Background: an optimization exercise with open tools, aiming at small area. Do not read the settings as production practice. The RTL was checked by simulation tests, not by an equivalence proof against the original design.

## flow/design.v

```verilog
module RsDecodeMult(
   A,  
   B,  
   P   
);
   input  [5:0]   A;  
   input  [5:0]   B;  
   output [5:0]   P;  
   wire [10:0]   M;
   assign M[0]  = (A[0] & B[0]);
   assign M[1]  = (A[0] & B[1]) ^ (A[1] & B[0]);
   assign M[2]  = (A[0] & B[2]) ^ (A[1] & B[1]) ^ (A[2] & B[0]);
   assign M[3]  = (A[0] & B[3]) ^ (A[1] & B[2]) ^ (A[2] & B[1]) ^ (A[3] & B[0]);
   assign M[4]  = (A[0] & B[4]) ^ (A[1] & B[3]) ^ (A[2] & B[2]) ^ (A[3] & B[1]) ^ (A[4] & B[0]);
   assign M[5]  = (A[0] & B[5]) ^ (A[1] & B[4]) ^ (A[2] & B[3]) ^ (A[3] & B[2]) ^ (A[4] & B[1]) ^ (A[5] & B[0]);
   assign M[6]  = (A[1] & B[5]) ^ (A[2] & B[4]) ^ (A[3] & B[3]) ^ (A[4] & B[2]) ^ (A[5] & B[1]);
   assign M[7]  = (A[2] & B[5]) ^ (A[3] & B[4]) ^ (A[4] & B[3]) ^ (A[5] & B[2]);
   assign M[8]  = (A[3] & B[5]) ^ (A[4] & B[4]) ^ (A[5] & B[3]);
   assign M[9]  = (A[4] & B[5]) ^ (A[5] & B[4]);
   assign M[10] = (A[5] & B[5]);
   assign P[0] =  M[0] ^ M[6] ^ M[7] ^ M[9] ^ M[10] ;
   assign P[1] =  M[1] ^ M[6] ^ M[8] ^ M[9] ;
   assign P[2] =  M[2] ^ M[7] ^ M[9] ^ M[10] ;
   assign P[3] =  M[3] ^ M[8] ^ M[10] ;
   assign P[4] =  M[4] ^ M[6] ^ M[7] ^ M[10] ;
   assign P[5] =  M[5] ^ M[6] ^ M[8] ^ M[9] ^ M[10] ;
endmodule
module RsDecodeInv(
   B,    
   R     
 );
   input  [5:0]   B;  
   output [5:0]   R;  
   reg [5:0]   R;
   always @(B) begin
      case (B)
         6'd0: begin
            R = 6'd0;
         end
         6'd1: begin
            R = 6'd1;
         end
         6'd2: begin
            R = 6'd57;
         end
         6'd3: begin
            R = 6'd46;
         end
         6'd4: begin
            R = 6'd37;
         end
         6'd5: begin
            R = 6'd26;
         end
         6'd6: begin
            R = 6'd23;
         end
         6'd7: begin
            R = 6'd33;
         end
         6'd8: begin
            R = 6'd43;
         end
         6'd9: begin
            R = 6'd31;
         end
         6'd10: begin
            R = 6'd13;
         end
         6'd11: begin
            R = 6'd51;
         end
         6'd12: begin
            R = 6'd50;
         end
         6'd13: begin
            R = 6'd10;
         end
         6'd14: begin
            R = 6'd41;
         end
         6'd15: begin
            R = 6'd39;
         end
         6'd16: begin
            R = 6'd44;
         end
         6'd17: begin
            R = 6'd29;
         end
         6'd18: begin
            R = 6'd54;
         end
         6'd19: begin
            R = 6'd35;
         end
         6'd20: begin
            R = 6'd63;
         end
         6'd21: begin
            R = 6'd60;
         end
         6'd22: begin
            R = 6'd32;
         end
         6'd23: begin
            R = 6'd6;
         end
         6'd24: begin
            R = 6'd25;
         end
         6'd25: begin
            R = 6'd24;
         end
         6'd26: begin
            R = 6'd5;
         end
         6'd27: begin
            R = 6'd36;
         end
         6'd28: begin
            R = 6'd45;
         end
         6'd29: begin
            R = 6'd17;
         end
         6'd30: begin
            R = 6'd42;
         end
         6'd31: begin
            R = 6'd9;
         end
         6'd32: begin
            R = 6'd22;
         end
         6'd33: begin
            R = 6'd7;
         end
         6'd34: begin
            R = 6'd55;
         end
         6'd35: begin
            R = 6'd19;
         end
         6'd36: begin
            R = 6'd27;
         end
         6'd37: begin
            R = 6'd4;
         end
         6'd38: begin
            R = 6'd40;
         end
         6'd39: begin
            R = 6'd15;
         end
         6'd40: begin
            R = 6'd38;
         end
         6'd41: begin
            R = 6'd14;
         end
         6'd42: begin
            R = 6'd30;
         end
         6'd43: begin
            R = 6'd8;
         end
         6'd44: begin
            R = 6'd16;
         end
         6'd45: begin
            R = 6'd28;
         end
         6'd46: begin
            R = 6'd3;
         end
         6'd47: begin
            R = 6'd56;
         end
         6'd48: begin
            R = 6'd53;
         end
         6'd49: begin
            R = 6'd58;
         end
         6'd50: begin
            R = 6'd12;
         end
         6'd51: begin
            R = 6'd11;
         end
         6'd52: begin
            R = 6'd59;
         end
         6'd53: begin
            R = 6'd48;
         end
         6'd54: begin
            R = 6'd18;
         end
         6'd55: begin
            R = 6'd34;
         end
         6'd56: begin
            R = 6'd47;
         end
         6'd57: begin
            R = 6'd2;
         end
         6'd58: begin
            R = 6'd49;
         end
         6'd59: begin
            R = 6'd52;
         end
         6'd60: begin
            R = 6'd21;
         end
         6'd61: begin
            R = 6'd62;
         end
         6'd62: begin
            R = 6'd61;
         end
         default: begin
            R = 6'd20;
         end
      endcase
   end
endmodule
module RsDecodeTop(
   CLK,
   RESET,
   enable,
   startPls,
   erasureIn,
   dataIn,
   outEnable,
   outStartPls,
   outDone,
   errorNum,
   erasureNum,
   fail,
   delayedData,
   outData
);
   input          CLK;
   input          RESET;
   input          enable;
   input          startPls;
   input          erasureIn;
   input  [5:0]   dataIn;
   output         outEnable;
   output         outStartPls;
   output         outDone;
   output [5:0]   errorNum;
   output [5:0]   erasureNum;
   output         fail;
   output [5:0]   delayedData;
   output [5:0]   outData;
   function [5:0] gm;
      input [5:0] A;
      input [5:0] B;
      reg   [10:0] M;
      begin
         M[0]  = (A[0] & B[0]);
         M[1]  = (A[0] & B[1]) ^ (A[1] & B[0]);
         M[2]  = (A[0] & B[2]) ^ (A[1] & B[1]) ^ (A[2] & B[0]);
         M[3]  = (A[0] & B[3]) ^ (A[1] & B[2]) ^ (A[2] & B[1]) ^ (A[3] & B[0]);
         M[4]  = (A[0] & B[4]) ^ (A[1] & B[3]) ^ (A[2] & B[2]) ^ (A[3] & B[1]) ^ (A[4] & B[0]);
         M[5]  = (A[0] & B[5]) ^ (A[1] & B[4]) ^ (A[2] & B[3]) ^ (A[3] & B[2]) ^ (A[4] & B[1]) ^ (A[5] & B[0]);
         M[6]  = (A[1] & B[5]) ^ (A[2] & B[4]) ^ (A[3] & B[3]) ^ (A[4] & B[2]) ^ (A[5] & B[1]);
         M[7]  = (A[2] & B[5]) ^ (A[3] & B[4]) ^ (A[4] & B[3]) ^ (A[5] & B[2]);
         M[8]  = (A[3] & B[5]) ^ (A[4] & B[4]) ^ (A[5] & B[3]);
         M[9]  = (A[4] & B[5]) ^ (A[5] & B[4]);
         M[10] = (A[5] & B[5]);
         gm[0] = M[0] ^ M[6] ^ M[7] ^ M[9] ^ M[10];
         gm[1] = M[1] ^ M[6] ^ M[8] ^ M[9];
         gm[2] = M[2] ^ M[7] ^ M[9] ^ M[10];
         gm[3] = M[3] ^ M[8] ^ M[10];
         gm[4] = M[4] ^ M[6] ^ M[7] ^ M[10];
         gm[5] = M[5] ^ M[6] ^ M[8] ^ M[9] ^ M[10];
      end
   endfunction
   function [5:0] gmb;
      input [35:0] Bb;
      input [5:0]  A;
      integer i;
      begin
         gmb = 6'd0;
         for (i = 0; i < 6; i = i + 1) gmb = gmb ^ (Bb[6*i +: 6] & {6{A[i]}});
      end
   endfunction
   function [5:0] apw;
      input integer j;
      begin
         case (j)
            0: apw = 6'd1;   1: apw = 6'd2;   2: apw = 6'd4;   3: apw = 6'd8;
            4: apw = 6'd16;  5: apw = 6'd32;  6: apw = 6'd51;  7: apw = 6'd21;
            8: apw = 6'd42;  9: apw = 6'd39;  10: apw = 6'd61; 11: apw = 6'd9;
            12: apw = 6'd18; 13: apw = 6'd36; 14: apw = 6'd59; 15: apw = 6'd5;
            16: apw = 6'd10; 17: apw = 6'd20; 18: apw = 6'd40; 19: apw = 6'd35;
            default: apw = 6'd53;
         endcase
      end
   endfunction
   function [5:0] ini;
      input integer j;
      begin
         case (j)
            0: ini = 6'd1;   1: ini = 6'd61;  2: ini = 6'd53;  3: ini = 6'd17;
            4: ini = 6'd6;   5: ini = 6'd27;  6: ini = 6'd43;  7: ini = 6'd21;
            8: ini = 6'd20;  9: ini = 6'd41;  10: ini = 6'd28; 11: ini = 6'd13;
            12: ini = 6'd11; 13: ini = 6'd16; 14: ini = 6'd59; 15: ini = 6'd46;
            16: ini = 6'd58; 17: ini = 6'd19; 18: ini = 6'd15; 19: ini = 6'd2;
            default: ini = 6'd9;
         endcase
      end
   endfunction
   genvar j;
   wire [5:0] dIn = (erasureIn == 1'b0) ? dataIn : 6'd0;
   reg [1000:0] SR;
   reg [5:0] cnt1;
   always @(posedge CLK or negedge RESET) begin
      if (~RESET) cnt1 <= 6'd0;
      else if (enable) begin
         if (startPls) cnt1 <= 6'd1;
         else if ((cnt1 == 6'd0) || (cnt1 == 6'd54)) cnt1 <= 6'd0;
         else cnt1 <= cnt1 + 6'd1;
      end
   end
   wire done1 = (cnt1 == 6'd54);
   reg  [119:0] S;
   wire [119:0] Sa;    
   generate for (j = 0; j < 20; j = j + 1) begin : g_syn
      assign Sa[6*j +: 6] = gm(S[6*j +: 6], apw(j));
      always @(posedge CLK) begin
         if (enable) begin
            if (startPls) S[6*j +: 6] <= dIn;
            else          S[6*j +: 6] <= dIn ^ Sa[6*j +: 6];
         end
      end
   end endgenerate
   reg [5:0]   pw;
   reg [5:0]   eraCnt;
   reg [5:0]   K;
   reg [125:0] EPS;
   always @(posedge CLK) begin
      if (enable) begin
         if (startPls) pw <= 6'd9;
         else          pw <= gm(pw, 6'd2);
      end
   end
   always @(posedge CLK) begin
      if (enable) begin
         if (startPls)       K <= erasureIn ? 6'd61 : 6'd1;
         else if (erasureIn) K <= gm(K, pw);
      end
   end
   always @(posedge CLK or negedge RESET) begin
      if (~RESET) eraCnt <= 6'd0;
      else if (enable) begin
         if (startPls) eraCnt <= {5'd0, erasureIn};
         else if (erasureIn) eraCnt <= eraCnt + 6'd1;
      end
   end
   generate for (j = 0; j < 21; j = j + 1) begin : g_era
      wire [5:0] prev;
      if (j == 0) begin : g0
         assign prev = 6'd0;
      end else begin : gn
         assign prev = EPS[6*j-6 +: 6];
      end
      wire [5:0] hn = EPS[6*j +: 6] ^ (erasureIn ? prev : 6'd0);
      always @(posedge CLK) begin
         if (enable) begin
            if (startPls) begin
               if (j == 0)      EPS[6*j +: 6] <= 6'd1;
               else if (j == 1) EPS[6*j +: 6] <= erasureIn ? 6'd2 : 6'd0;
               else             EPS[6*j +: 6] <= 6'd0;
            end
            else if ((cnt1 != 6'd0) && (cnt1 != 6'd54)) EPS[6*j +: 6] <= gm(hn, apw(j));
         end
      end
   end endgenerate
   reg [125:0] H1;
   wire        epsLate;
   reg [4:0]   degE1, degE2, degE3, degE4, degE5;
   reg         failE1, failE2, failE3, failE4, failE5;
   reg [5:0] K1, K2, K3;
   always @(posedge CLK) begin
      if (enable && done1) K1 <= K;
      if (enable && (startPls || epsLate)) H1 <= EPS;
   end
   reg [4:0] cntP;
   always @(posedge CLK or negedge RESET) begin
      if (~RESET) cntP <= 5'd0;
      else if (enable) begin
         if (done1) cntP <= 5'd1;
         else if ((cntP == 5'd0) || (cntP == 5'd21)) cntP <= 5'd0;
         else cntP <= cntP + 5'd1;
      end
   end
   wire done2 = (cntP == 5'd21);
   reg  [119:0] R;
   reg  [5:0]   KP;    
   always @(posedge CLK) begin
      if (enable) begin
         if (done1) KP <= gm(K, 6'd19);
         else       KP <= gm(KP, 6'd2);
      end
   end
   wire [119:0] pterm;
   generate for (j = 0; j < 20; j = j + 1) begin : g_pm
      wire       mk = (cntP <= (20 - j));
      wire [5:0] e  = mk ? ((cnt1 == 6'd0) ? EPS[6*j +: 6] : H1[6*j +: 6]) : 6'd0;
      wire [5:0] p  = gm(e, R[6*(19-j) +: 6]);
      if (j == 0) begin : g0
         assign pterm[5:0] = p;
      end else begin : gn
         assign pterm[6*j +: 6] = pterm[6*j-6 +: 6] ^ p;
      end
   end endgenerate
   wire [5:0] gam = pterm[119:114];
   always @(posedge CLK) begin
      if (enable) begin
         if (done1) R <= Sa;
         else if ((cntP != 5'd0) && (cntP <= 5'd20)) R <= {R[113:0], gm(gam, KP)};
      end
   end
   always @(posedge CLK) begin
      if (enable && done2) begin
         K2 <= K1;
      end
   end
   reg [1:0] phase;
   reg [5:0] cntE;
   reg [5:0] steps;
   reg [4:0] offset;
   reg [4:0] numShifted;
   always @(posedge CLK or negedge RESET) begin
      if (~RESET) phase <= 2'd0;
      else if (enable) begin
         if (done2) phase <= 2'd1;
         else if (phase == 2'd2) phase <= 2'd0;
         else phase <= phase + 2'd1;
      end
   end
   always @(posedge CLK or negedge RESET) begin
      if (~RESET) cntE <= 6'd0;
      else if (enable) begin
         if (done2) cntE <= 6'd1;
         else if ((cntE == 6'd0) || (cntE == 6'd63)) cntE <= 6'd0;
         else cntE <= cntE + 6'd1;
      end
   end
   wire done3 = (cntE == 6'd63);
   always @(posedge CLK or negedge RESET) begin
      if (~RESET) steps <= 6'd0;
      else if (done2) begin
         case (degE1)
            5'd0:           steps <= 6'd63;
            5'd1, 5'd2:     steps <= 6'd57;
            5'd3, 5'd4:     steps <= 6'd51;
            5'd5, 5'd6:     steps <= 6'd45;
            5'd7, 5'd8:     steps <= 6'd39;
            5'd9, 5'd10:    steps <= 6'd33;
            5'd11, 5'd12:   steps <= 6'd27;
            5'd13, 5'd14:   steps <= 6'd21;
            5'd15, 5'd16:   steps <= 6'd15;
            5'd17, 5'd18:   steps <= 6'd9;
            5'd19, 5'd20:   steps <= 6'd3;
            default:        steps <= 6'd0;
         endcase
      end
   end
   wire enE = (degE1 <= 5'd20) ? (cntE <= steps) : (cntE <= 6'd3);
   reg [119:0] W;     
   reg [119:0] WB;    
   reg [119:0] L;     
   reg [119:0] LB;    
   reg [113:0] X;     
   wire [5:0] w19 = W[119:114];
   wire [5:0] w19inv;
   RsDecodeInv RsDecodeInv_Q (.B(w19), .R(w19inv));
   wire [5:0] qC   = gm(WB[119:114], w19inv);
   wire       skip = (w19 == 6'd0);
   wire       offz = (offset == 5'd0);
   wire go0 = enable && !done2 && (phase == 2'd0) && (cntE != 6'd0) && (cntE <= 6'd60) && enE;
   reg       act;
   reg [5:0] qR;
   reg       cAR, cBR, cCR;
   always @(posedge CLK or negedge RESET) begin
      if (~RESET) act <= 1'b0;
      else if (enable) begin
         if (done2) act <= 1'b0;
         else if (phase == 2'd0) act <= go0;
      end
   end
   always @(posedge CLK) begin
      if (enable && (phase == 2'd0)) begin
         qR  <= qC;
         cAR <= !skip && offz;
         cBR <= !skip && !offz;
         cCR <= skip;
      end
   end
   wire       ph0 = (phase == 2'd0);
   wire [5:0] qU  = ph0 ? qC : qR;
   wire [35:0] qB;
   assign qB[5:0] = qU;
   generate for (j = 1; j < 6; j = j + 1) begin : g_qb
      assign qB[6*j +: 6] = {qB[6*j-6 +: 5], qB[6*j-1]} ^ {qB[6*j-1], qB[6*j-1], 2'b00, qB[6*j-1], 1'b0};
   end endgenerate
   wire       cA  = ph0 ? (!skip && offz)  : cAR;
   wire       cB  = ph0 ? (!skip && !offz) : cBR;
   wire       cC  = ph0 ? skip : cCR;
   wire       updAny = ph0 ? go0 : (enable && act && !done2);
   wire       upd0 = updAny && (phase == 2'd0);
   wire       upd1 = updAny && (phase == 2'd1);
   wire       upd2 = updAny && (phase == 2'd2);
   always @(posedge CLK or negedge RESET) begin
      if (~RESET) begin
         offset     <= 5'd0;
         numShifted <= 5'd0;
      end
      else if (enable && done2) begin
         offset     <= 5'd1;
         numShifted <= 5'd0;
      end
      else if (go0) begin
         if (!skip && offz) begin
            offset     <= 5'd1;
            numShifted <= numShifted + 5'd1;
         end
         else if (skip) begin
            offset     <= offset + 5'd1;
            numShifted <= numShifted + 5'd1;
         end
         else begin
            offset     <= offset - 5'd1;
         end
      end
   end
   wire [41:0] mwP;   
   wire [41:0] mlP;   
   generate for (j = 0; j < 7; j = j + 1) begin : g_em
      wire [5:0] wop;
      wire [5:0] lop;
      if (j == 0) begin : g0
         assign wop = (phase == 2'd0) ? W[6*(12+j) +: 6] : (phase == 2'd1) ? W[6*(5+j) +: 6] : 6'd0;
      end else begin : gn
         assign wop = (phase == 2'd0) ? W[6*(12+j) +: 6] : (phase == 2'd1) ? W[6*(5+j) +: 6] : W[6*(j-1) +: 6];
      end
      if (j == 6) begin : g6
         assign lop = (phase == 2'd0) ? L[6*(13+j) +: 6] : L[6*(6+j) +: 6];
      end else begin : gl
         assign lop = (phase == 2'd0) ? L[6*(13+j) +: 6] : (phase == 2'd1) ? L[6*(6+j) +: 6] : L[6*j +: 6];
      end
      assign mwP[6*j +: 6] = gmb(qB, wop);
      assign mlP[6*j +: 6] = gmb(qB, lop);
   end endgenerate
   generate for (j = 0; j < 20; j = j + 1) begin : g_eu
      localparam integer SLOT = (j >= 13) ? (j - 13) : (j >= 6) ? (j - 6) : j;
      wire upd = (j >= 13) ? upd0 : (j >= 6) ? upd1 : upd2;
      wire [5:0] pw_ = mwP[6*SLOT +: 6];
      wire [5:0] pl_ = mlP[6*SLOT +: 6];
      wire [5:0] wPrev;
      wire [5:0] wbPrev;
      wire [5:0] xPrev;
      if (j == 0) begin : g0
         assign wPrev  = 6'd0;
         assign wbPrev = 6'd0;
         assign xPrev  = 6'd0;
      end else begin : gn
         assign wPrev  = W[6*j-6 +: 6];
         assign wbPrev = WB[6*j-6 +: 6];
         assign xPrev  = X[6*j-6 +: 6];
      end
      wire [5:0] wNew  = (j == 0) ? 6'd0 : (pw_ ^ wbPrev);
      always @(posedge CLK) begin
         if (enable && done2) begin
            W[6*j +: 6]  <= R[6*j +: 6];
            WB[6*j +: 6] <= (j == 19) ? 6'd1 : 6'd0;
            L[6*j +: 6]  <= (j == 0) ? 6'd1 : 6'd0;
            LB[6*j +: 6] <= 6'd0;
         end
         else if (upd) begin
            if (cA) begin
               WB[6*j +: 6] <= W[6*j +: 6];
               W[6*j +: 6]  <= wNew;
               LB[6*j +: 6] <= L[6*j +: 6];
               L[6*j +: 6]  <= LB[6*j +: 6] ^ pl_ ^ xPrev;
            end
            else if (cB) begin
               WB[6*j +: 6] <= wNew;
            end
            else if (cC) begin
               W[6*j +: 6]  <= wPrev;
            end
         end
      end
      if (j < 19) begin : gx
         always @(posedge CLK) begin
            if (enable && done2) X[6*j +: 6] <= 6'd0;
            else if (upd) begin
               if (cA)      X[6*j +: 6] <= 6'd0;
               else if (cB) X[6*j +: 6] <= pl_ ^ xPrev;
            end
         end
      end
   end endgenerate
   function [5:0] ainv;
      input [4:0] k;
      begin
         case (k)
            5'd0: ainv = 6'd1;   5'd1: ainv = 6'd57;  5'd2: ainv = 6'd37;  5'd3: ainv = 6'd43;
            5'd4: ainv = 6'd44;  5'd5: ainv = 6'd22;  5'd6: ainv = 6'd11;  5'd7: ainv = 6'd60;
            5'd8: ainv = 6'd30;  5'd9: ainv = 6'd15;  5'd10: ainv = 6'd62; 5'd11: ainv = 6'd31;
            5'd12: ainv = 6'd54; 5'd13: ainv = 6'd27; 5'd14: ainv = 6'd52; 5'd15: ainv = 6'd26;
            5'd16: ainv = 6'd13; 5'd17: ainv = 6'd63; 5'd18: ainv = 6'd38; 5'd19: ainv = 6'd19;
            5'd20: ainv = 6'd48; 5'd21: ainv = 6'd24; 5'd22: ainv = 6'd12; 5'd23: ainv = 6'd6;
            5'd24: ainv = 6'd3;  5'd25: ainv = 6'd56; 5'd26: ainv = 6'd28; 5'd27: ainv = 6'd14;
            5'd28: ainv = 6'd7;  5'd29: ainv = 6'd58; 5'd30: ainv = 6'd29; default: ainv = 6'd55;
         endcase
      end
   endfunction
   function [5:0] ainv10;
      input [4:0] k;
      begin
         case (k)
            5'd0: ainv10 = 6'd1;   5'd1: ainv10 = 6'd62;  5'd2: ainv10 = 6'd48;  5'd3: ainv10 = 6'd29;
            5'd4: ainv10 = 6'd23;  5'd5: ainv10 = 6'd36;  5'd6: ainv10 = 6'd8;   5'd7: ainv10 = 6'd60;
            5'd8: ainv10 = 6'd63;  5'd9: ainv10 = 6'd14;  5'd10: ainv10 = 6'd45; 5'd11: ainv10 = 6'd10;
            5'd12: ainv10 = 6'd51; 5'd13: ainv10 = 6'd44; 5'd14: ainv10 = 6'd52; 5'd15: ainv10 = 6'd3;
            5'd16: ainv10 = 6'd49; 5'd17: ainv10 = 6'd35; 5'd18: ainv10 = 6'd39; 5'd19: ainv10 = 6'd57;
            5'd20: ainv10 = 6'd31; 5'd21: ainv10 = 6'd24; 5'd22: ainv10 = 6'd55; 5'd23: ainv10 = 6'd50;
            5'd24: ainv10 = 6'd18; 5'd25: ainv10 = 6'd4;  5'd26: ainv10 = 6'd30; 5'd27: ainv10 = 6'd38;
            5'd28: ainv10 = 6'd7;  5'd29: ainv10 = 6'd47; 5'd30: ainv10 = 6'd5;  default: ainv10 = 6'd32;
         endcase
      end
   endfunction
   reg doneShift, doneShiftReg;
   reg [3:0] startReg;
   reg [2:0] doneReg;
   always @(posedge CLK or negedge RESET) begin
      if (~RESET) begin
         doneShift    <= 1'b0;
         doneShiftReg <= 1'b0;
      end
      else if (enable) begin
         doneShift    <= done3;
         doneShiftReg <= doneShift;
      end
   end
   reg [119:0] CL;
   reg [119:0] CW;
   reg [125:0] CE;
   wire chHold = doneShift || doneShiftReg;
   wire cwHold = chHold || startReg[3] || startReg[2];
   wire ceLoad = (cntE == 6'd53);
   reg  epsMoved;
   assign epsLate = (cntE == 6'd52) && !epsMoved;
   always @(posedge CLK or negedge RESET) begin
      if (~RESET) epsMoved <= 1'b0;
      else if (enable) begin
         if (done2) epsMoved <= (cnt1 != 6'd0) || startPls;
         else if (startPls) epsMoved <= 1'b1;
      end
   end
   reg [4:0] kReg;
   reg [5:0] PK;
   always @(posedge CLK) begin
      if (enable) begin
         if (done3) begin
            kReg <= numShifted;
            PK   <= ainv10(numShifted);
            K3   <= K2;
         end
         else if (!cwHold) PK <= gm(PK, ainv(kReg));
      end
   end
   generate for (j = 0; j < 21; j = j + 1) begin : g_ch
      if (j < 20) begin : glw
         always @(posedge CLK) begin
            if (enable) begin
               if (done3) begin
                  CL[6*j +: 6] <= gm(L[6*j +: 6], ini(j));
                  CW[6*j +: 6] <= gm(W[6*j +: 6], ini(j));
               end
               else begin
                  if (!chHold) CL[6*j +: 6] <= gm(CL[6*j +: 6], apw(j));
                  if (!cwHold) CW[6*j +: 6] <= gm(CW[6*j +: 6], apw(j));
               end
            end
         end
      end
      always @(posedge CLK) begin
         if (enable) begin
            if (ceLoad) CE[6*j +: 6] <= H1[6*j +: 6];
            else        CE[6*j +: 6] <= gm(CE[6*j +: 6], apw(j));
         end
      end
   end endgenerate
   reg [5:0] lamEven, lamOdd, omSum, epsSum, epsOdd;
   reg [4:0] degOmU, degLa;
   wire [4:0] degOm = (degOmU >= kReg) ? (degOmU - kReg) : 5'd0;
   integer m;
   always @(*) begin
      lamEven = 6'd0; lamOdd = 6'd0; omSum = 6'd0; epsSum = 6'd0; epsOdd = 6'd0;
      degOmU = 5'd0; degLa = 5'd0;
      for (m = 0; m < 20; m = m + 1) begin
         if (m % 2 == 0) lamEven = lamEven ^ CL[6*m +: 6];
         else            lamOdd  = lamOdd  ^ CL[6*m +: 6];
         omSum = omSum ^ CW[6*m +: 6];
         if (CL[6*m +: 6] != 6'd0) degLa = m;
         if (CW[6*m +: 6] != 6'd0) degOmU = m;
      end
      for (m = 0; m < 21; m = m + 1) begin
         epsSum = epsSum ^ CE[6*m +: 6];
         if (m % 2 == 1) epsOdd = epsOdd ^ CE[6*m +: 6];
      end
   end
   wire lamEq = (lamEven == lamOdd);
   reg [5:0] cntC;
   always @(posedge CLK or negedge RESET) begin
      if (~RESET) cntC <= 6'd0;
      else if (enable) begin
         if (doneShiftReg) cntC <= 6'd1;
         else if ((cntC == 6'd0) || (cntC == 6'd54)) cntC <= 6'd0;
         else cntC <= cntC + 6'd1;
      end
   end
   wire doneChien = (cntC == 6'd54);
   wire eraAhead = SR[140*7+6];
   wire eraAhead3 = SR[137*7+6];
   reg [5:0] eps0, eps1, eps2;
   reg [5:0] selLamR, selEpsR, denR, invR, omSumR;
   reg       eq1, eq2, eq3;
   wire [5:0] denInv;
   RsDecodeInv RsDecodeInv_E (.B(denR), .R(denInv));
   always @(posedge CLK) begin
      if (enable) begin
         selLamR <= eraAhead ? (lamEven ^ lamOdd) : lamOdd;
         eps0    <= eraAhead3 ? epsOdd : epsSum;
         eps1    <= eps0;
         eps2    <= eps1;
         selEpsR <= gm(eps2, K3);
         eq1     <= lamEq;
         eq2     <= eq1;
         eq3     <= eq2;
         denR    <= gm(selLamR, selEpsR);
         invR    <= denInv;
         omSumR  <= gm(omSum, PK);
      end
   end
   wire [5:0] errV = gm(omSumR, invR);
   reg [4:0] numErrCnt, numErrChien;
   always @(posedge CLK or negedge RESET) begin
      if (~RESET) numErrCnt <= 5'd0;
      else if (enable) begin
         if (doneShiftReg) numErrCnt <= 5'd0;
         else if (lamEq) numErrCnt <= numErrCnt + 5'd1;
      end
   end
   always @(posedge CLK or negedge RESET) begin
      if (~RESET) numErrChien <= 5'd0;
      else if (enable && doneChien) numErrChien <= lamEq ? (numErrCnt + 5'd1) : numErrCnt;
   end
   reg [6:0]    dq;
   always @(posedge CLK) begin
      if (enable) SR <= {SR[993:0], erasureIn, dIn};
   end
   always @(posedge CLK) begin
      dq <= SR[1000:994];
   end
   wire       delayedErasureIn = dq[6];
   wire [5:0] delayedDataIn    = dq[5:0];
   wire [5:0] error = (delayedErasureIn || eq3) ? errV : 6'd0;
   always @(posedge CLK or negedge RESET) begin
      if (~RESET) begin
         startReg <= 4'd0;
         doneReg  <= 3'd0;
      end
      else if (enable) begin
         startReg <= {doneShiftReg, startReg[3:1]};
         doneReg  <= {doneChien, doneReg[2:1]};
      end
   end
   always @(posedge CLK or negedge RESET) begin
      if (~RESET) begin
         degE1 <= 5'd0; failE1 <= 1'b0;
      end
      else if (enable && done1) begin
         degE1  <= eraCnt[4:0];
         failE1 <= (eraCnt > 6'd20);
      end
   end
   always @(posedge CLK or negedge RESET) begin
      if (~RESET) begin
         degE2 <= 5'd0; failE2 <= 1'b0;
      end
      else if (enable && done2) begin
         degE2 <= degE1; failE2 <= failE1;
      end
   end
   always @(posedge CLK or negedge RESET) begin
      if (~RESET) begin
         degE3 <= 5'd0; failE3 <= 1'b0;
      end
      else if (enable && done3) begin
         degE3 <= degE2; failE3 <= failE2;
      end
   end
   always @(posedge CLK or negedge RESET) begin
      if (~RESET) begin
         degE4 <= 5'd0; failE4 <= 1'b0;
      end
      else if (enable && doneShiftReg) begin
         degE4 <= degE3; failE4 <= failE3;
      end
   end
   always @(posedge CLK or negedge RESET) begin
      if (~RESET) degE5 <= 5'd0;
      else if (enable && doneChien) degE5 <= degE4;
   end
   always @(posedge CLK or negedge RESET) begin
      if (~RESET) failE5 <= 1'b0;
      else if (enable && startReg[1]) failE5 <= failE4;
   end
   reg [4:0] numErasureReg;
   always @(posedge CLK or negedge RESET) begin
      if (~RESET) numErasureReg <= 5'd0;
      else if (enable && doneReg[0]) numErasureReg <= degE5;
   end
   reg [4:0] degreeOmegaReg, degreeLambdaReg;
   always @(posedge CLK or negedge RESET) begin
      if (~RESET) begin
         degreeOmegaReg  <= 5'd0;
         degreeLambdaReg <= 5'd0;
      end
      else if (enable && doneShiftReg) begin
         degreeOmegaReg  <= degOm;
         degreeLambdaReg <= degLa;
      end
   end
   reg OutputValidReg;
   always @(posedge CLK or negedge RESET) begin
      if (~RESET) OutputValidReg <= 1'b0;
      else if (enable) begin
         if (startReg[1]) OutputValidReg <= 1'b1;
         else if (doneReg[0]) OutputValidReg <= 1'b0;
      end
   end
   reg [4:0] numErrorLambdaReg;
   reg       degreeErrorReg;
   always @(posedge CLK or negedge RESET) begin
      if (~RESET) begin
         numErrorLambdaReg <= 5'd0;
         degreeErrorReg    <= 1'b0;
      end
      else if (enable && startReg[1]) begin
         numErrorLambdaReg <= degreeLambdaReg;
         degreeErrorReg    <= !(({1'b0, degreeOmegaReg}) <= ({1'b0, degreeLambdaReg}) + ({1'b0, degE4}));
      end
   end
   reg [4:0] numErrorReg;
   reg       failReg;
   always @(posedge CLK or negedge RESET) begin
      if (~RESET) begin
         numErrorReg <= 5'd0;
         failReg     <= 1'b0;
      end
      else if (enable && doneReg[0]) begin
         numErrorReg <= numErrChien;
         failReg     <= !((numErrorLambdaReg == numErrChien) && !degreeErrorReg && !failE5);
      end
   end
   reg [5:0] DataOutInner, DelayedDataOutInner;
   reg       enableFF;
   reg       startRegInner, doneRegInner, failRegInner, OutputValidRegInner;
   reg [4:0] numErrorRegInner, numErasureRegInner;
   always @(posedge CLK or negedge RESET) begin
      if (~RESET) begin
         DataOutInner        <= 6'd0;
         DelayedDataOutInner <= 6'd0;
         enableFF            <= 1'b0;
         startRegInner       <= 1'b0;
         doneRegInner        <= 1'b0;
         numErrorRegInner    <= 5'd0;
         numErasureRegInner  <= 5'd0;
         failRegInner        <= 1'b0;
         OutputValidRegInner <= 1'b0;
      end
      else begin
         DataOutInner        <= delayedDataIn ^ error;
         DelayedDataOutInner <= delayedDataIn;
         enableFF            <= enable;
         startRegInner       <= startReg[0];
         doneRegInner        <= doneReg[0];
         numErrorRegInner    <= numErrorReg;
         numErasureRegInner  <= numErasureReg;
         failRegInner        <= failReg;
         OutputValidRegInner <= enableFF ? OutputValidReg : 1'b0;
      end
   end
   assign outEnable   = OutputValidRegInner;
   assign outStartPls = startRegInner;
   assign outDone     = doneRegInner;
   assign outData     = DataOutInner;
   assign errorNum    = {1'b0, numErrorRegInner};
   assign erasureNum  = {1'b0, numErasureRegInner};
   assign delayedData = DelayedDataOutInner;
   assign fail        = failRegInner;
endmodule
```

## flow/flow/run.sh

```bash
#!/bin/bash
set -o pipefail
cp standard.sh standard_sh.txt
export CTS_ARGS="-sink_clustering_enable -repair_clock_nets -dont_use_dummy_load -sink_clustering_size 28 -sink_clustering_max_diameter 70"
bash standard.sh > standard.log 2>&1
```

## flow/standard.sh

```bash
#!/bin/bash
# synth_recipe.tcl (not shown) runs the flow's synth.tcl, then flattens the netlist and writes it again
# the make line also repeats each setting of config.mk as NAME=value (left out here)
make -C /OpenROAD-flow-scripts/flow DESIGN_CONFIG=/design/flow/config.mk WORK_HOME=/design/flow/orfs CLKGATE_MAP_FILE= SYNTH_SCRIPT=/design/flow/synth_recipe.tcl "${@:-finish}"
```

## flow/config.mk

```make
export PLATFORM = sky130hd
export DESIGN_NAME = RsDecodeTop
export DESIGN_NICKNAME = RsDecodeTop
export VERILOG_FILES = /design/flow/design.v
export SDC_FILE = /design/flow/constraint.sdc
export NUM_CORES = 4
export LEC_CHECK = 0
export CAP_MARGIN = 10
export CORE_MARGIN = 2
export CORE_UTILIZATION = 45
export SLEW_MARGIN = 10
```

## flow/constraint.sdc

```tcl
create_clock -name core_clock -period 10.0 [get_ports {CLK}]
set_input_delay 2.0000 -clock core_clock [delete_from_list [all_inputs] [get_ports {CLK}]]
set_output_delay 2.0000 -clock core_clock [all_outputs]
set_load 0.01 [all_outputs]
```

==> results of run 1 <==
[per-stage QoR]
step | instance area, sq um | hold WS, ns | setup WS (ns)
2_1_floorplan | 146000 | 0.323 | 0.863
3_3_place_gp | 150000 | 0.327 | 2.37
3_5_place_dp | 150000 | 0.330 | 2.35
4_1_cts | 155000 | 0.336 | 2.32
5_1_grt | 155000 | 0.344 | 1.92
6_report | 155000 | 0.336 | 2.19
[kinds of logic (layout without fill, tap and decap cells)]
group | after synthesis | count (layout)
xor gates and xnor gates | 3476 | 3476
muxes | 228 | 228
other | 1 | 7
buffers and inverters | 1000 | 588
DFF | 2714 | 2714
adders and majority gates | 111 | 111
and+or+nand+nor | 3784 | 3784
AOI/OAI and AO/OA | 2549 | 2549
[metal layers]
layer	up-vias	track usage, %	wire length (microns)
met2	3748	43.8	214000
met5	-	0	26
met4	4	13.1	25800
met3	776	4.11	34500
li1	46500	-	-
met1	49400	39.8	207000
[cell usage in the layout (no fill, tap or decap), types with 58 or more instances in the layout]
cell type	count
sky130_fd_sc_hd__xor2_1	991
sky130_fd_sc_hd__a22oi_1	117
sky130_fd_sc_hd__dfrtp_1	151
sky130_fd_sc_hd__o211ai_1	100
sky130_fd_sc_hd__o21ai_1	58
sky130_fd_sc_hd__o21ai_0	600
sky130_fd_sc_hd__nand2_1	1689
sky130_fd_sc_hd__nor2_1	1488
sky130_fd_sc_hd__a211oi_1	184
sky130_fd_sc_hd__mux2_2	82
sky130_fd_sc_hd__xnor3_1	90
sky130_fd_sc_hd__nor3_1	110
sky130_fd_sc_hd__buf_4	179
sky130_fd_sc_hd__inv_1	187
sky130_fd_sc_hd__mux2i_1	133
sky130_fd_sc_hd__ha_1	107
sky130_fd_sc_hd__edfxtp_1	2068
sky130_fd_sc_hd__o22ai_1	59
sky130_fd_sc_hd__a31oi_1	81
sky130_fd_sc_hd__clkbuf_16	169
sky130_fd_sc_hd__xnor2_1	2364
sky130_fd_sc_hd__nand3_1	185
sky130_fd_sc_hd__dfxtp_1	493
sky130_fd_sc_hd__a21oi_1	1120
[worst max-delay path by stage]
stage | end | slack (ns) | cells past startpoint
6_report | R[5] | 2.19 | 18
5_1_grt | R[5] | 1.92 | 18
4_1_cts | R[5] | 2.32 | 18
3_5_place_dp | R[5] | 2.35 | 18
3_3_place_gp | R[5] | 2.37 | 18
2_1_floorplan | CW[100] | 0.86 | 5
[critical path: cells and delay by family (launching register included)]
| family | cells | cell delay, ns |
|---|---|---|
| AO/OA/AOI/OAI | 3 | 0.36 |
| XOR/XNOR | 11 | 4.34 |
| buffers and inverters | 3 | 1.70 |
| AND/OR/NAND/NOR | 1 | 0.18 |
| flip-flops | 1 | 0.90 |
[synthesized netlist by cell type, types with 17 or more instances]
cell type / count
sky130_fd_sc_hd__and2_1: 45
sky130_fd_sc_hd__mux2i_1: 135
sky130_fd_sc_hd__mux2_2: 82
sky130_fd_sc_hd__o21a_1: 20
sky130_fd_sc_hd__clkbuf_1: 644
sky130_fd_sc_hd__a22oi_1: 117
sky130_fd_sc_hd__nand3_1: 186
sky130_fd_sc_hd__ha_1: 108
sky130_fd_sc_hd__nand4_1: 35
sky130_fd_sc_hd__and3_1: 19
sky130_fd_sc_hd__or3_1: 17
sky130_fd_sc_hd__a211oi_1: 185
sky130_fd_sc_hd__o21ai_0: 600
sky130_fd_sc_hd__buf_1: 111
sky130_fd_sc_hd__o21ai_1: 62
sky130_fd_sc_hd__o21ai_2: 35
sky130_fd_sc_hd__o22ai_1: 59
sky130_fd_sc_hd__a21oi_1: 1124
sky130_fd_sc_hd__buf_2: 22
sky130_fd_sc_hd__o211ai_1: 100
sky130_fd_sc_hd__dfrtp_1: 153
sky130_fd_sc_hd__dfxtp_1: 493
sky130_fd_sc_hd__xor2_1: 992
sky130_fd_sc_hd__inv_1: 192
sky130_fd_sc_hd__nor3_1: 113
sky130_fd_sc_hd__a311oi_1: 26
sky130_fd_sc_hd__edfxtp_1: 2068
sky130_fd_sc_hd__xnor3_1: 92
sky130_fd_sc_hd__nor2_1: 1499
sky130_fd_sc_hd__nor2b_1: 38
sky130_fd_sc_hd__nand2b_1: 25
sky130_fd_sc_hd__a31oi_1: 81
sky130_fd_sc_hd__nand2_1: 1697
sky130_fd_sc_hd__nor4_1: 24
sky130_fd_sc_hd__xnor2_1: 2371
[area by class of cell]
class	instances	area [sq um]	area share [%]
Antenna cell	5	12.5	0.00809
Clock buffer	169	4230	2.73
Inverter	193	734	0.475
Multi-Input combinational cell	10200	66500	43.0
Sequential cell	2714	75800	49.0
Tap cell	4325	5410	3.50
Timing Repair Buffer	226	1950	1.26
==> notes.md, run 1 <==
top-area cell type share of the netlist area 42.6%; startpoint-to-endpoint class of the critical path flip-flop to flip-flop; share of the synthesized netlist area taken by xor and xnor gates between 20% and 30%; number of register bits inferred by synthesis 2,714; sum of routed wire length over all layers 482,000 microns; total of hold buffers inserted after clock tree synthesis 0; height of the die around 570 microns; Non-Filler Instances 17,800; FF-to-FF setup slack 2.19 ns; core region area 323,000 sq um; post-detailed-placement half-perimeter wirelength 356,000 microns; number of cell instances on the worst register-to-register path 18; area fraction in compound gates after synthesis 10.2%; mean cell area of the mapped netlist ~11 sq um; count of nets after finishing 13,600; CTS Root Cell sky130_fd_sc_hd__clkbuf_16; number of distinct library cells after synthesis 98; CP most frequent cell sky130_fd_sc_hd__xnor3_1; arrival time at the worst endpoint ~8.4 ns; result of the run timing/DRC/antenna clean; DR vias/cell ~5.6; critical path fanouts, max 26; reported max-cap violation count 0; worst min-delay path startpoint dq[0]; final global-route overflow total 0; CP startpoint cntP[4]; endpoint of the worst register-to-register path R[5]; maximum buffer depth of the clock tree 4; synthesized cell area 146,000 sq um; remaining number of nets flagged by the antenna check after routing 0; Clk Latency, worst-skew pair 0.92 ns; antenna violations before repair 9; largest stage delay on the critical path roughly 0.90 ns; Slowest cell on crit path sky130_fd_sc_hd__dfrtp_1; DR vias 100,000; portion of netlist area occupied by mux cells 1.71%; number of filler instances in the final layout about 30,000; final hold vios 0; Port-buffer cells 36; synthesis-to-layout area growth 6.03%; initial DRC count 11,600; Total Die Area roughly 330,000 sq um; Cell Chain, Critical Path clkinv_1, buf_4, a21oi_1, buf_4, a211oi_1, xor2_1, xnor2_1, xnor3_1, xnor3_1, xnor3_2, xnor3_1, xnor3_1, nand2_1, xor2_2, xnor2_2, xnor3_1, xnor2_1, o21ai_1; clock tree from TritonCTS yes; area share of and/or/nand/nor cells after synthesis between 10% and 20%; upper clock frequency limit 128 MHz; largest net degree at the start of global routing between 200 and 250; worst r2r src cntP[4]; number of gates resized after cts 0; effective utilization at floorplan 45.1%; slew at the pin with the worst max-slew slack 1.31 ns; site row count 209; CTS sink count between 2,000 and 3,000; sort of element at the start of the critical path flip-flop; kind of end point of the critical path flip-flop; I/O pin total 39; dominant combinational cell family by area after synthesis XOR/XNOR gates; clock input transition at the sequential cells of the worst setup and hold paths 0.09 ns; buffers inserted during post-CTS setup optimization 0; Max transition margin about an eighth; router iterations before antenna repair 6; mean routed wirelength per cell 27.1 microns; number of flip-flops in the largest register 1,001; adder-cell share of the synthesized area 0.968%; Horiz. Die Dim 573 microns; number of H-tree branching levels 4; Hold Path Sink DelayedDataOutInner[0]; top cells by area in the synthesized netlist sky130_fd_sc_hd__edfxtp_1 (43%), sky130_fd_sc_hd__xnor2_1 (14%), sky130_fd_sc_hd__dfxtp_1 (6.8%), sky130_fd_sc_hd__xor2_1 (6.0%), sky130_fd_sc_hd__nand2_1 (4.4%); ratio of final minimum period to clock period between 70% and 80%; fraction of synthesis flops using an asynchronous set or reset pin around 5.6%; path category of the worst min-delay check flip-flop to flip-flop; global-route wire length before repair 686,000 microns; RSZ-0062 raised after global routing false; cell count after synthesis 13,900; placer's final routability congestion estimate about 1; number of synthesized flops with an enable pin 2,068; DRC Markers 0; number of pins exceeding their max-slew limit in the final report 0; number of buffers added by the clock tree synthesis step 169; Reg with most FFs SR; dominant cell type by area after synthesis sky130_fd_sc_hd__edfxtp_1; largest clock skew in the final design 0.104 ns; fraction of layout cells with a size suffix above 1 4.52%; yosys synthesis warning count 2; worst hold path stage count 0; critical path data required time around 11 ns; Seq/Total Area, Yosys 52.0%; number of instances in the placed design 17,600; via count of the first global-routing pass 93,100; dominant synthesized flop cell sky130_fd_sc_hd__edfxtp_1; endpoints failing setup 0; GRT Total Usage about 29%; time the final worst path needs with I/O delays and setup 7.81 ns; Layout Utilization 47.8%; setup TNS 0 ns
==> run 2: changes to the inputs <==
==> flow/flow/run.sh (replaced) <==
#!/bin/bash
set -o pipefail
cp standard.sh standard_sh.txt
export CTS_ARGS="-sink_clustering_enable -repair_clock_nets -dont_use_dummy_load -sink_clustering_size 18 -sink_clustering_max_diameter 50 -sink_clustering_buffer sky130_fd_sc_hd__clkbuf_8"
bash standard.sh > standard.log 2>&1
--- a/flow/config.mk
+++ b/flow/config.mk
@@ -7,5 +7,5 @@
 export LEC_CHECK = 0
-export CAP_MARGIN = 10
+export CAP_MARGIN = 20
 export CORE_MARGIN = 2
 export CORE_UTILIZATION = 45
-export SLEW_MARGIN = 10
+export SLEW_MARGIN = 20
==> run 2 against run 1 <==
Against the previous run: cell count increased by 0.91%; design area increased by 0.49%; critical path depth did not move; worst setup slack got worse by 0.049 ns; sequential share of layout area is 0.24 points lower; largest cell class unchanged.
==> notes.md, run 2 <==
count of nets after finishing 13,700 (+1.2%); clock input transition at the sequential cells of the worst setup and hold paths 0.08 ns (about the same); Non-Filler Instances 17,900 (+0.91%); time the final worst path needs with I/O delays and setup 7.85 ns (+0.0488 ns); top-area cell type share of the netlist area 42.6% (unchanged); ratio of final minimum period to clock period 78.5% (+0.49 points); area used by multi-input combinational logic 66,600 sq um (about the same); number of gates resized after cts 0 (unchanged); number of flip-flops in the largest register 1,001 (unchanged); number of pins exceeding their max-slew limit in the final report 0 (unchanged); final global-route overflow total 0 (unchanged); summed area of non-filler cells in the final layout 155,000 sq um (+0.49%); via count of the first global-routing pass 94,200 (+1.2%); critical path fanouts, max 26 (unchanged); placer's final routability congestion estimate 1.03 (unchanged); most common library cell in the layout ignoring fill and taps sky130_fd_sc_hd__xnor2_1; total of hold buffers inserted after clock tree synthesis 0 (unchanged); top cells by area in the synthesized netlist sky130_fd_sc_hd__edfxtp_1 (43%), sky130_fd_sc_hd__xnor2_1 (14%), sky130_fd_sc_hd__dfxtp_1 (6.8%), sky130_fd_sc_hd__xor2_1 (6.0%), sky130_fd_sc_hd__nand2_1 (4.4%); GRT Total Usage 28.7% (+0.15 points); Clk Latency, worst-skew pair 0.95 ns (+0.03 ns); highest signal layer in the routed design met5; critical path data required time 10.57 ns (about the same); CP startpoint cntP[4]; router iterations before antenna repair 7 (+1); buffers inserted during post-CTS setup optimization 0 (unchanged); largest net degree at the start of global routing 213 (unchanged); number of H-tree branching levels 5 (+1); fraction of layout cells with a size suffix above 1 5.68% (+1.2 points); largest clock skew in the final design 0.106 ns (+0.00176 ns); fin worst setup slack 2.15 ns (-0.0488 ns); Cell Chain, Critical Path clkinv_1, buf_4, a21oi_1, buf_4, a211oi_1, xor2_1, xnor2_1, xnor3_1, xnor3_1, xnor3_2, xnor3_1, xor3_2, xor2_4, mux2_2, o32a_1, xnor2_1, xnor2_1, a21oi_1; path category of the worst min-delay check flip-flop to flip-flop; site row count 209 (unchanged); number of register bits inferred by synthesis 2,714 (unchanged); Layout Utilization 48.1% (+0.23 points); yosys synthesis warning count 2 (unchanged); CTS sink count 2,714 (unchanged); initial DRC count 12,200 (+4.7%); Total Die Area 329,000 sq um (unchanged); number of filler instances in the final layout 29,900 (-0.37%); DP Area 150,000 sq um (about the same); synthesis-to-layout area growth 6.55%; number of distinct library cells after synthesis 98 (unchanged); antenna violations before repair 10 (+1); kind of end point of the critical path flip-flop; global-route wire length before repair 689,000 microns (+0.40%); I/O pin total 39 (unchanged); worst hold slack after final layout 0.346 ns (+0.0106 ns); mean routed wirelength per cell 27.0 microns (-0.38%); DRC Markers 0 (unchanged); core region area 323,000 sq um (unchanged); Slowest cell on crit path sky130_fd_sc_hd__dfrtp_1; CTS Root Cell sky130_fd_sc_hd__clkbuf_16; result of the run timing/DRC/antenna clean; remaining number of nets flagged by the antenna check after routing 0 (unchanged); RSZ-0062 raised after global routing false; effective utilization at floorplan 45.1% (unchanged); maximum buffer depth of the clock tree 4 (unchanged); flip-flop and latch area 75,800 sq um (unchanged); post-detailed-placement half-perimeter wirelength 356,000 microns (about the same); met3 wire length 34,700 microns (+0.54%); highest-count cells in the layout ignoring fill and taps sky130_fd_sc_hd__xnor2_1 (2,360), sky130_fd_sc_hd__edfxtp_1 (2,068), sky130_fd_sc_hd__nand2_1 (1,689), sky130_fd_sc_hd__nor2_1 (1,487), sky130_fd_sc_hd__a21oi_1 (1,120); sum of routed wire length over all layers 485,000 microns (+0.52%); wire length on met2 216,000 microns (+0.94%); dpl ws 2.36 ns (+0.0112 ns); sort of element at the start of the critical path flip-flop; arrival time at the worst endpoint 8.43 ns (+0.06 ns); Max transition margin 10.4% (-1.7 points); library cell with the highest instance count after synthesis sky130_fd_sc_hd__xnor2_1; Met1 Wirelength 208,000 microns (+0.37%); reported max-cap violation count 0 (unchanged); upper clock frequency limit 127 MHz (-0.62%); worst min-delay path startpoint SR[1000]; largest stage delay on the critical path 0.90 ns (about the same); Reg with most FFs SR; number of buffers added by the clock tree synthesis step 328 (+94%); most common library cells after synthesis sky130_fd_sc_hd__xnor2_1 (2,371), sky130_fd_sc_hd__edfxtp_1 (2,068), sky130_fd_sc_hd__nand2_1 (1,697); slew at the pin with the worst max-slew slack 1.33 ns (+0.0251 ns); number of instances in the placed design 17,600 (+0.011%); Buf/Inv on CP 3 (unchanged); fraction of synthesis flops using an asynchronous set or reset pin 5.64% (unchanged); synthesized cell area 146,000 sq um (unchanged); Horiz. Die Dim 573 microns (unchanged); dominant cell type by area after synthesis sky130_fd_sc_hd__edfxtp_1; height of the die 573 microns (unchanged); final hold vios 0 (unchanged); CP delay by family, top XOR/XNOR gates; worst r2r src cntP[4]; startpoint-to-endpoint class of the critical path flip-flop to flip-flop; number of synthesized flops with an enable pin 2,068 (unchanged); clock tree from TritonCTS yes; DR vias/cell 5.63 (-0.23%); Seq/Total Area, Yosys 52.0% (unchanged); cell count after synthesis 13,900 (unchanged); DR vias 101,000 (+0.68%); dominant synthesized flop cell sky130_fd_sc_hd__edfxtp_1; Port-buffer cells 36 (unchanged); mean cell area of the mapped netlist 10.5 sq um (unchanged); setup TNS 0 ns (unchanged); endpoints failing setup 0 (unchanged)
## run 2: per-layer routing
metal | global-route usage [%] | vias to the layer above
met1 | 39.9 | 49500
met5 | 0 | -
met4 | 13.1 | 8
met2 | 44.1 | 3996
met3 | 4.28 | 864
li1 | - | 46700
## run 2: logic make-up (layout without fill, tap and decap cells)
family                     count (synthesis)  after routing  share of synthesized area [%]
AOI/OAI and AO/OA                       2549           2549                           10.2
xor gates and xnor gates                3476           3476                           21.9
adders and majority gates                111            111                          0.968
buffers and inverters                   1000            748                           2.71
DFF                                     2714           2714                           52.0
muxes                                    228            228                           1.71
other                                      1              8                        0.00257
and+or+nand+nor                         3784           3784                           10.6
## run 2: final cells by class
| class | instances | share of cell area [%] |
|---|---|---|
| Antenna cell | 6 | 0.00966 |
| Clock buffer | 328 | 3.17 |
| Inverter | 193 | 0.473 |
| Multi-Input combinational cell | 10200 | 42.8 |
| Sequential cell | 2714 | 48.8 |
| Tap cell | 4325 | 3.48 |
| Timing Repair Buffer | 227 | 1.27 |
## run 2: path summary, 6_finish.rpt
| kind | endpoint | slack [ns] | depth (start not counted) |
|---|---|---|---|
| max | R[4] | 2.15 | 18 |
| min | dq[6] | 0.35 | 0 |
| max reg2reg | R[4] | 2.15 | 18 |
| min reg2reg | dq[6] | 0.35 | 0 |
| max in group asynchronous | offset[3] | 7.25 | 2 |
| min in group asynchronous | doneRegInner | 1.21 | 1 |

re-timing with driven ports:
No port has a modelled driver above. Below, the same layouts with a new extraction and two added sets of constraints. Step 1 (the two cells are an assumption about what drives the block):
set clk [get_ports {CLK}]
set_driving_cell -lib_cell sky130_fd_sc_hd__clkbuf_16 $clk
set_driving_cell -lib_cell sky130_fd_sc_hd__buf_2 [delete_from_list [all_inputs] $clk]
Step 2 also shifts input and output timing later by t, the mid clock arrival at the registers, as if the neighbouring blocks saw the same clock. Three values: ideal ports, drivers, drivers and shift; two values: the first two.
run | t (ns) | setup WS [ns] | clock arrival spread, ns | worst data-port slew with drivers (ns)
run 1 | 0.975 | 2.195 / 2.195 / 2.195 | 0.123 / 0.123 | 0.08
run 2 | 0.985 | 2.146 / 2.146 / 2.146 | 0.132 / 0.131 | 0.09
After both steps setup and hold are still met in every run listed.
